This design comes from an exercise in tuning for small area, a short achievable clock period and few clock cycles on the open sky130 flow, not from production work. Function was checked by simulation only, so behaviour that the tests miss may differ from the original. Power is estimated from default activity; no workload was simulated.

== job 5795 ==
// cpu
module cpu(input clk, reset, input [15:0] i_mem_rddata, output logic o_mem_rd, o_mem_wr, output logic [15:0] o_mem_addr, o_mem_wrdata);
make LEC_CHECK=0 ABC_AREA=1 CAP_MARGIN=20 CORE_MARGIN=2 CORE_UTILIZATION=40 CTS_BUF_LIST='sky130_fd_sc_hd__clkbuf_4 sky130_fd_sc_hd__clkbuf_8' SETUP_SLACK_MARGIN=4.5 SLEW_MARGIN=20 finish   # period 7.5 ns
run.sh (not shown) runs the stock make flow with config.mk's settings and CLKGATE_MAP_FILE= SYNTH_SCRIPT=/design/flow/synth_recipe.tcl, a recipe that flattens the netlist after the stock synthesis.
Testbench counts of job 5795, summed over its fixed seeds: cycles 75,890.
--- input diff job 5795..job 5442 ---
# job 5795
export LEC_CHECK = 0
export ABC_AREA = 1
export CAP_MARGIN = 20
export CORE_MARGIN = 2
export CORE_UTILIZATION = 40
export CTS_BUF_LIST = sky130_fd_sc_hd__clkbuf_4 sky130_fd_sc_hd__clkbuf_8
export SETUP_SLACK_MARGIN = 4.5
export SLEW_MARGIN = 20
create_clock -name core_clock -period 7.5 [get_ports {clk}]
# job 5442
export LEC_CHECK = 0
export ABC_AREA = 1
export CAP_MARGIN = 20
export CORE_MARGIN = 2
export CORE_UTILIZATION = 45
export PLACE_DENSITY = 0.75
export SETUP_SLACK_MARGIN = 4.5
export SLEW_MARGIN = 20
create_clock -name core_clock -period 7.5 [get_ports {clk}]
## What came out
Re number of sinks handled by clock tree synthesis: no difference whatsoever between job 5795 and job 5442. Job 5442: full flow OK, the timing, design-rule and antenna checks passed. Sort job 5795 and job 5442 by layout net count, ascending, and job 5795 comes first. Fraction of layout instances using a drive strength above 1: job 5442 higher than job 5795. Relative to job 5795, the number of non-filler instances in the completed layout measured on job 5442 has decreased slightly. Re combinational group share of total power: job 5795 and job 5442 aren't equal, and the lower value belongs to job 5442. Going from job 5795 to job 5442, the wire length of the first global-routing pass was found to have gone down by about 4.5%.
Edits applied to the flow inputs when going from job 5442 to job 7264:
# job 5442
export LEC_CHECK = 0
export ABC_AREA = 1
export CAP_MARGIN = 20
export CORE_MARGIN = 2
export CORE_UTILIZATION = 45
export PLACE_DENSITY = 0.75
export SETUP_SLACK_MARGIN = 4.5
export SLEW_MARGIN = 20
create_clock -name core_clock -period 7.5 [get_ports {clk}]
# job 7264
export LEC_CHECK = 0
export ABC_AREA = 1
export CAP_MARGIN = 20
export CORE_MARGIN = 2
export CORE_UTILIZATION = 40
export CTS_CLUSTER_DIAMETER = 60
export CTS_CLUSTER_SIZE = 30
export SETUP_SLACK_MARGIN = 4.5
export SLEW_MARGIN = 20
create_clock -name core_clock -period 7.5 [get_ports {clk}]
### Flow results
- Looking at the reports, job 7264 completed the entire flow and the layout it produced met the timing, design-rule and antenna checks.
- The number of CTS-inserted buffers on job 5442 is in line with that on job 7264.
- Worst hold slack across all endpoints: job 7264 > job 5442
- Re core utilization: job 5442 was higher than job 7264.
#### Input delta (job 8411 over job 7264)
# job 7264
export LEC_CHECK = 0
export ABC_AREA = 1
export CAP_MARGIN = 20
export CORE_MARGIN = 2
export CORE_UTILIZATION = 40
export CTS_CLUSTER_DIAMETER = 60
export CTS_CLUSTER_SIZE = 30
export SETUP_SLACK_MARGIN = 4.5
export SLEW_MARGIN = 20
create_clock -name core_clock -period 7.5 [get_ports {clk}]
# job 8411
export LEC_CHECK = 0
export ABC_AREA = 1
export CAP_MARGIN = 20
export CORE_MARGIN = 2
export CORE_UTILIZATION = 40
export SETUP_SLACK_MARGIN = 4.5
export SLEW_MARGIN = 20
create_clock -name core_clock -period 7.5 [get_ports {clk}]
==> flow/flow/run.sh (new file) <==
#!/bin/bash
# The standard layout, with one change: Yosys's ABC step maps the logic with
# flow/abc.script (area-oriented mapping) instead of ORFS's abc_area.script.
# Everything before ABC (including flip-flop mapping) and after it is the
# standard synthesis, so the registers keep their names and cell types.
set -euo pipefail
W=$PWD
cat > "$W/synth_abc.tcl" <<EOT
proc abc {args} {
  set i [lsearch \$args -script]
  lset args [expr {\$i + 1}] $W/flow/abc.script
  yosys abc {*}\$args
}
source $W/synth_recipe.tcl
EOT
bash "$W/standard.sh" SYNTH_SCRIPT="$W/synth_abc.tcl" finish > "$W/standard.log" 2>&1
==> flow/flow/abc.script (new file) <==
strash
dch
map -a
topo
stime -c
==> flow/standard.sh (new file) <==
#!/bin/bash
# synth_recipe.tcl (not shown) runs the flow's synth.tcl, then flattens the netlist and writes it again
# the make line also repeats each setting of config.mk as NAME=value (left out here)
make -C /OpenROAD-flow-scripts/flow DESIGN_CONFIG=/design/flow/config.mk WORK_HOME=/design/flow/orfs CLKGATE_MAP_FILE= SYNTH_SCRIPT=/design/flow/synth_recipe.tcl "${@:-finish}"
removed: flow/run.sh
Notes after the runs:
Job 8411 finished end to end and its layout was clean on timing, DRC and antenna. [compare] base=job 7264 new=job 8411: area growth from synthesis to layout climbed 15 points; worst-case vdd ir drop moved up; register-to-register slack lost 0.27 ns; area after synthesis moved down.
Changes in job 6738 relative to job 8411:
# job 8411
export LEC_CHECK = 0
export ABC_AREA = 1
export CAP_MARGIN = 20
export CORE_MARGIN = 2
export CORE_UTILIZATION = 40
export SETUP_SLACK_MARGIN = 4.5
export SLEW_MARGIN = 20
create_clock -name core_clock -period 7.5 [get_ports {clk}]
# job 6738
export LEC_CHECK = 0
export ABC_AREA = 1
export CAP_MARGIN = 20
export CORE_MARGIN = 2
export CORE_UTILIZATION = 40
export CTS_BUF_LIST = sky130_fd_sc_hd__clkbuf_8
export SETUP_SLACK_MARGIN = 4.5
export SLEW_MARGIN = 20
create_clock -name core_clock -period 7.5 [get_ports {clk}]
==> flow/run.sh (new file) <==
#!/bin/bash
# synth_recipe.tcl (not shown) runs the flow's synth.tcl, then flattens the netlist and writes it again
# the make line also repeats each setting of config.mk as NAME=value (left out here)
make -C /OpenROAD-flow-scripts/flow DESIGN_CONFIG=/design/flow/config.mk WORK_HOME=/design/flow/orfs CLKGATE_MAP_FILE= SYNTH_SCRIPT=/design/flow/synth_recipe.tcl finish
removed: flow/flow/run.sh
removed: flow/flow/abc.script
removed: flow/standard.sh
### Flow results
Taking job 6738 over job 8411, the combinational power ratio works out to 0.902. Compared with job 8411, job 6738 shows total length of routed wires that has gone up by more than 10%. Part of the power in registers in job 6738 is 2.5 points above job 8411. Changes observed in job 6738 relative to job 8411: area of the mapped netlist went up about 11%, mean cell area of the mapped netlist went down 13%, floorplan row count went up about 5%, design area went down 2.9%, clock latency at the later pin of the worst-skew pair went up 0.03 ns. The estimated power of job 6738 ends up lower than the estimate for job 8411. Compared with job 8411, count of clock-buffer cells in the layout in job 6738 increased by more than half. Note that the final cell count without fillers recorded for job 6738 amounts to 1.15 times the value seen in job 8411.

==> afterwards: timing with drivers on the ports <==
The flow's constraints put no driver on any port. The routed layouts listed below were extracted and timed again, unchanged, in two steps. Step 1 assumes that a clkbuf_16 drives the clock port and a buf_2 every other input. Step 2 times the ports against the registers' clock, not the clock port: input delays grow and output delays shrink by t, the midpoint of the rising clock arrivals with the driver on. Three values: ideal ports, drivers, drivers and shift; two values: the first two.
run	t (ns)	setup WS [ns]	pins driven straight from the clock port
job 5795	0.591	4.454 / 4.455 / 3.883	1
job 5442	0.579	4.451 / 4.464 / 3.901	1
job 7264	0.593	4.497 / 4.482 / 3.906	1
job 8411	0.587	4.168 / 4.172 / 3.584	1
job 6738	0.589	4.421 / 4.440 / 3.850	1
After both steps every run listed still meets setup and hold. For job 7264, which loses most, drivers alone change the setup slack by -0.015 ns; drivers and shift together by -0.591 ns.
